This is an optimization exercise on Yosys and OpenROAD, whose aim is small area, a short achievable clock period and few clock cycles per item, not a production implementation. In this exercise RTL edits were held to simulation tests only and were not proved equivalent to the original.

==> inputs of v25 <==
Design RSA_TOP, start of the top module:
module RSA_TOP (
    clk, rst_n, in_valid,
    in_p, in_q, in_e, in_c,
    out_valid, out_m
);
==> module RSA_IP, before the edit <==
module RSA_IP (
    input  [3:0] IN_P, IN_Q,
    input  [6:0] IN_E,
    input  [7:0] IN_C,
    output [7:0] OUT_M
);
  wire [5:0] ph = {IN_P == 4'd13, IN_P == 4'd11, IN_P == 4'd7, IN_P == 4'd5, IN_P == 4'd3, IN_P == 4'd2};
  wire [5:0] qh = {IN_Q == 4'd13, IN_Q == 4'd11, IN_Q == 4'd7, IN_Q == 4'd5, IN_Q == 4'd3, IN_Q == 4'd2};
  wire plt = ~|(qh & ~(ph | (ph << 1) | (ph << 2) | (ph << 3) | (ph << 4) | (ph << 5)));
  wire [5:0] sh = plt ? ph : qh;    
  wire [5:0] bh = plt ? qh : ph;    
  wire [3:0] s  = plt ? IN_P : IN_Q;
  wire [3:0] b  = plt ? IN_Q : IN_P;
  wire [4:0] ef = {2'b0, IN_E[6:4]} + {1'b0, IN_E[3:0]};
  reg x3;             
  reg [1:0] k11;      
  always @(*) begin
    case (ef)
      5'd2, 5'd5, 5'd8, 5'd11, 5'd14, 5'd17, 5'd20: x3 = 1'b1;
      default: x3 = 1'b0;
    endcase
    case (ef)
      5'd2, 5'd7, 5'd12, 5'd17, 5'd22: k11 = 2'd1;
      5'd3, 5'd8, 5'd13, 5'd18:        k11 = 2'd2;
      5'd4, 5'd9, 5'd14, 5'd19:        k11 = 2'd3;
      default: k11 = 2'd0;
    endcase
  end
  wire x4 = IN_E[1];                        
  wire [3:0] rs, rb;
  RSA_MOD u_rs (.X(IN_C), .M(s), .R(rs));
  RSA_MOD u_rb (.X(IN_C), .M(b), .R(rb));
  wire [3:0] r11 = sh[4] ? rs : rb;
  wire [3:0] ys5, ys7, yb5, yb7, y11, y13;
  RSA_POW5  u_ps5 (.K(x4),       .R(rs),  .Y(ys5));
  RSA_POW7  u_ps7 (.K(x3),       .R(rs),  .Y(ys7));
  RSA_POW5  u_pb5 (.K(x4),       .R(rb),  .Y(yb5));
  RSA_POW7  u_pb7 (.K(x3),       .R(rb),  .Y(yb7));
  RSA_POW11 u_p11 (.K(k11),      .R(r11), .Y(y11));
  RSA_POW13 u_p13 (.K({x4, x3}), .R(rb),  .Y(y13));
  wire [3:0] ms = ({4{sh[0] | sh[1]}} & rs) | ({4{sh[2]}} & ys5) | ({4{sh[3]}} & ys7) | ({4{sh[4]}} & y11);
  wire [3:0] mb = ({4{bh[1]}} & rb) | ({4{bh[2]}} & yb5) | ({4{bh[3]}} & yb7) | ({4{bh[4]}} & y11) | ({4{bh[5]}} & y13);
  wire [3:0] mbs;
  RSA_MODS u_mbs (.SH(sh[4:0]), .M(mb), .R(mbs));
  wire [4:0] vd;
  RSA_ADD #(5) u_vd (.A({1'b0, ms}), .B({1'b1, ~mbs}), .S(vd));    
  wire [3:0] vn, vs;
  RSA_ADD #(4) u_vn (.A(vd[3:0]), .B(4'd1), .S(vn));
  RSA_ADD #(4) u_vs (.A(vd[3:0]), .B(s + 4'd1), .S(vs));
  wire [3:0] v = vd[4] ? vs : vn;
  wire [13:0] pr = {sh[4] & bh[5], sh[3] & bh[5], sh[3] & bh[4], sh[2] & bh[5], sh[2] & bh[4], sh[2] & bh[3],
                    sh[1] & bh[5], sh[1] & bh[4], sh[1] & bh[3], sh[1] & bh[2],
                    sh[0] & bh[5], sh[0] & bh[4], sh[0] & bh[3], sh[0] & bh[2]};
  wire [3:0] u;
  RSA_UINV u_u (.PR(pr), .V(v), .U(u));
  wire [7:0] a0, a1, a2;
  RSA_ADD #(8) u_a0 (.A({4'd0, u}), .B({4'd0, mb}), .S(a0));
  RSA_ADD #(8) u_a1 (.A(a0), .B({3'd0, u & {4{b[1]}}, 1'b0}), .S(a1));
  RSA_ADD #(8) u_a2 (.A(a1), .B({2'd0, u & {4{b[2]}}, 2'b0}), .S(a2));
  RSA_ADD #(8) u_a3 (.A(a2), .B({1'd0, u & {4{b[3]}}, 3'b0}), .S(OUT_M));
endmodule
==> module RSA_TOP, before the edit <==
module RSA_TOP (
    clk, rst_n, in_valid,
    in_p, in_q, in_e, in_c,
    out_valid, out_m
);
input clk, rst_n, in_valid;
input [3:0] in_p, in_q;
input [7:0] in_e, in_c;
output out_valid;
output reg [7:0] out_m;
reg [3:0] st;
wire [3:0] st_nx = st[3]     ? ((st[2:0] == 3'd7) ? {3'd0, in_valid} : st + 4'd1) :
                   in_valid  ? 4'd1 : {st[0], 3'd0};
always @(posedge clk or negedge rst_n) begin
  if (!rst_n) st <= 4'd0;
  else st <= st_nx;
end
wire first = in_valid & (st[3] | ~st[0]);
reg [3:0] kp, kq;
reg [6:0] ke;    
always @(posedge clk) if (first) begin
  kp <= in_p; kq <= in_q; ke <= in_e[6:0];
end
reg [7:0] dl [0:7];
integer i;
always @(posedge clk) begin
  dl[0] <= in_c;
  for (i = 1; i < 8; i = i + 1) dl[i] <= dl[i-1];
end
wire [7:0] m_w;
RSA_IP I_RSA_IP (.IN_P(kp), .IN_Q(kq), .IN_E(ke), .IN_C(dl[7]), .OUT_M(m_w));
always @(posedge clk or negedge rst_n) begin
  if (!rst_n) out_m <= 8'd0;
  else out_m <= m_w & {8{st_nx[3]}};
end
assign out_valid = st[3];
endmodule
Settings: LEC_CHECK=0, CAP_MARGIN=20, CORE_MARGIN=2, CORE_UTILIZATION=60, CTS_BUF_LIST=sky130_fd_sc_hd__clkbuf_8, SLEW_MARGIN=20; clock period 160.0 ns.
standard.sh (not shown) runs the stock make flow with config.mk's settings and CLKGATE_MAP_FILE= SYNTH_SCRIPT=/design/flow/synth_recipe.tcl, a recipe that flattens the netlist after the stock synthesis.
==> flow/flow/run.sh <==
#!/bin/bash
# Standard ORFS layout with two changes to how it is made:
#  - synthesis is the standard flow's own script, but ABC maps for minimum area (deepsyn +
#    area mapping, flow/abc_min.script) instead of minimum delay, and full
#    adders are left to ABC instead of being extracted first;
#  - the port buffers are the smallest buffer cell.
# Each tool's output goes to its own log in this folder (synth.log, layout.log)
# besides ORFS's logs under orfs/logs.
set -euo pipefail
W=$PWD
{
  head -n 1 synth_recipe.tcl
  cat <<TCL
proc abc {args} {
  set i [lsearch -exact \$args -script]
  if { \$i >= 0 } { set args [lreplace \$args [expr {\$i + 1}] [expr {\$i + 1}] $W/flow/abc_min.script] }
  yosys abc {*}\$args
}
proc extract_fa {args} {}
TCL
  tail -n +2 synth_recipe.tcl
} > my_synth.tcl
sed "s#SYNTH_SCRIPT=[^ ]*#SYNTH_SCRIPT=$W/my_synth.tcl#" standard.sh > my_standard.sh
bash my_standard.sh synth > synth.log 2>&1
bash standard.sh "BUFFER_PORTS_ARGS=-buffer_cell sky130_fd_sc_hd__buf_1" finish > layout.log 2>&1
==> flow/flow/abc_min.script <==
strash
&get -n
&deepsyn -T 300
&put
dch
amap
topo
==> v26: changes against v25 <==
--- a/flow/design.v
+++ b/flow/design.v
@@ -27,18 +27,33 @@
   end endgenerate
 endmodule
 module RSA_IP (
-    input  [3:0] IN_P, IN_Q,
+    input  [3:0] IN_X,     
+    input        IN_H,     
     input  [6:0] IN_E,
     input  [7:0] IN_C,
     output [7:0] OUT_M
 );
-  wire [5:0] ph = {IN_P == 4'd13, IN_P == 4'd11, IN_P == 4'd7, IN_P == 4'd5, IN_P == 4'd3, IN_P == 4'd2};
-  wire [5:0] qh = {IN_Q == 4'd13, IN_Q == 4'd11, IN_Q == 4'd7, IN_Q == 4'd5, IN_Q == 4'd3, IN_Q == 4'd2};
-  wire plt = ~|(qh & ~(ph | (ph << 1) | (ph << 2) | (ph << 3) | (ph << 4) | (ph << 5)));
-  wire [5:0] sh = plt ? ph : qh;    
-  wire [5:0] bh = plt ? qh : ph;    
-  wire [3:0] s  = plt ? IN_P : IN_Q;
-  wire [3:0] b  = plt ? IN_Q : IN_P;
+  wire [13:0] pr;
+  assign pr[ 0] = (IN_X == 4'd7);    
+  assign pr[ 1] = (IN_X == 4'd5);    
+  assign pr[ 2] = (IN_X == 4'd9);    
+  assign pr[ 3] = (IN_X == 4'd15);    
+  assign pr[ 4] = (IN_X == 4'd6) & IN_H;    
+  assign pr[ 5] = (IN_X == 4'd4);    
+  assign pr[ 6] = (IN_X == 4'd8) & IN_H;    
+  assign pr[ 7] = (IN_X == 4'd14) & IN_H;    
+  assign pr[ 8] = (IN_X == 4'd2);    
+  assign pr[ 9] = (IN_X == 4'd14) & ~IN_H;    
+  assign pr[10] = (IN_X == 4'd8) & ~IN_H;    
+  assign pr[11] = (IN_X == 4'd12);    
+  assign pr[12] = (IN_X == 4'd10);    
+  assign pr[13] = (IN_X == 4'd6) & ~IN_H;    
+  wire [5:0] sh = {1'b0, pr[13], pr[12] | pr[11], pr[10] | pr[9] | pr[8],
+                   pr[7] | pr[6] | pr[5] | pr[4], pr[3] | pr[2] | pr[1] | pr[0]};
+  wire [5:0] bh = {pr[13] | pr[12] | pr[10] | pr[7] | pr[3], pr[11] | pr[9] | pr[6] | pr[2],
+                   pr[8] | pr[5] | pr[1], pr[4] | pr[0], 2'b00};
+  wire [3:0] s = {sh[4], sh[2] | sh[3], sh[0] | sh[1] | sh[3] | sh[4], sh[1] | sh[2] | sh[3] | sh[4]};
+  wire [3:0] b = {bh[4] | bh[5], bh[2] | bh[3] | bh[5], bh[1] | bh[3] | bh[4], 1'b1};
   wire [4:0] ef = {2'b0, IN_E[6:4]} + {1'b0, IN_E[3:0]};
   reg x3;             
   reg [1:0] k11;      
@@ -76,9 +91,6 @@
   RSA_ADD #(4) u_vn (.A(vd[3:0]), .B(4'd1), .S(vn));
   RSA_ADD #(4) u_vs (.A(vd[3:0]), .B(s + 4'd1), .S(vs));
   wire [3:0] v = vd[4] ? vs : vn;
-  wire [13:0] pr = {sh[4] & bh[5], sh[3] & bh[5], sh[3] & bh[4], sh[2] & bh[5], sh[2] & bh[4], sh[2] & bh[3],
-                    sh[1] & bh[5], sh[1] & bh[4], sh[1] & bh[3], sh[1] & bh[2],
-                    sh[0] & bh[5], sh[0] & bh[4], sh[0] & bh[3], sh[0] & bh[2]};
   wire [3:0] u;
   RSA_UINV u_u (.PR(pr), .V(v), .U(u));
   wire [7:0] a0, a1, a2;
@@ -297,10 +309,13 @@
   else st <= st_nx;
 end
 wire first = in_valid & (st[3] | ~st[0]);
-reg [3:0] kp, kq;
-reg [6:0] ke;    
+reg [3:0] kx;
+reg       kh;
+reg [6:1] ke;
 always @(posedge clk) if (first) begin
-  kp <= in_p; kq <= in_q; ke <= in_e[6:0];
+  kx <= in_p ^ in_q;
+  kh <= (~in_p[3] & ~in_p[2] & in_p[0]) | (~in_q[3] & ~in_q[2] & in_q[0]);
+  ke <= in_e[6:1];
 end
 reg [7:0] dl [0:7];
 integer i;
@@ -309,7 +324,7 @@
   for (i = 1; i < 8; i = i + 1) dl[i] <= dl[i-1];
 end
 wire [7:0] m_w;
-RSA_IP I_RSA_IP (.IN_P(kp), .IN_Q(kq), .IN_E(ke), .IN_C(dl[7]), .OUT_M(m_w));
+RSA_IP I_RSA_IP (.IN_X(kx), .IN_H(kh), .IN_E({ke, 1'b1}), .IN_C(dl[7]), .OUT_M(m_w));
 always @(posedge clk or negedge rst_n) begin
   if (!rst_n) out_m <= 8'd0;
   else out_m <= m_w & {8{st_nx[3]}};
--- a/flow/flow/run.sh
+++ b/flow/flow/run.sh
@@ -3,7 +3,8 @@
 #  - synthesis is the standard flow's own script, but ABC maps for minimum area (deepsyn +
 #    area mapping, flow/abc_min.script) instead of minimum delay, and full
 #    adders are left to ABC instead of being extracted first;
-#  - the port buffers are the smallest buffer cell.
+#  - the port buffers are the smallest buffer cell;
+#  - clock tree synthesis adds no dummy loads to the clock tree leaves.
 # Each tool's output goes to its own log in this folder (synth.log, layout.log)
 # besides ORFS's logs under orfs/logs.
 set -euo pipefail
@@ -22,4 +23,6 @@
 } > my_synth.tcl
 sed "s#SYNTH_SCRIPT=[^ ]*#SYNTH_SCRIPT=$W/my_synth.tcl#" standard.sh > my_standard.sh
 bash my_standard.sh synth > synth.log 2>&1
-bash standard.sh "BUFFER_PORTS_ARGS=-buffer_cell sky130_fd_sc_hd__buf_1" finish > layout.log 2>&1
+bash standard.sh "BUFFER_PORTS_ARGS=-buffer_cell sky130_fd_sc_hd__buf_1" \
+  "CTS_ARGS=-sink_clustering_enable -repair_clock_nets -dont_use_dummy_load -buf_list sky130_fd_sc_hd__clkbuf_8" \
+  finish > layout.log 2>&1
==> flow/flow/abc_min.script (replaced) <==
strash
&get -n
&deepsyn -T 90
&put
dch
amap
topo
==> results.ini <==
[synthesis]
synth-compound-area-share_pct=29.8
ys_seq_elements=91
synth_enable_flop_cells=15

[global_routing]
grt_use_met3_pct=3.91

[clock_network]
clkLatencyLatePin_ns=0.35

[cells_and_area]
drive_gt1_share_pct=2.96
layout.nets=764
area.sequential_sq_um=2030

[timing]
max_freq_ghz=0.0304

[status]
status=timing/DRC/antenna clean

(the above is from v25)
==> results.ini <==
[cells_and_area]
area.sequential_sq_um=1910
layout.nets=754

[status]
status=timing/DRC/antenna clean

[global_routing]
gr-total-overflow=0
grt_use_met3_pct=5.32

[synthesis]
synth-compound-area-share_pct=30.6
ys_seq_elements=87

[drt]
first_pass_iters=6

[timing]
max_freq_ghz=0.0303

(the above is from v26)
Testbench counts of v25, summed over its fixed seeds: cycles 8,160, items 480.
Testbench counts of v26, summed over its fixed seeds: cycles 8,160, items 480.

==> static timing again, ports no longer ideal <==
No port has a modelled driver above. Below, the same layouts with a new extraction and two added sets of constraints.
Step 1 assumes that a clkbuf_16 drives the clock port and a buf_2 every other input.
Step 2 adds t to the input delays and takes it off the output delays; t is the mean of the earliest and latest rising clock arrival at the registers after step 1. Input paths then give back, and output paths get back, about the clock's delay inside the block.
Three values: ideal ports, drivers, drivers and shift; two values: the first two.
run | shift t [ns] | setup slack, ns | hold WS [ns] | worst slew at a driven data input, ns
v25 | 0.377 | 127.102 / 127.105 / 126.729 | 0.332 / 0.332 / 0.332 | 0.03
v26 | 0.386 | 126.961 / 126.967 / 126.582 | 0.314 / 0.314 / 0.314 | 0.03
After both steps setup and hold are still met in every run listed. The setup slack of v26, which loses most, moves by +0.006 ns with the drivers and by -0.379 ns with both steps.
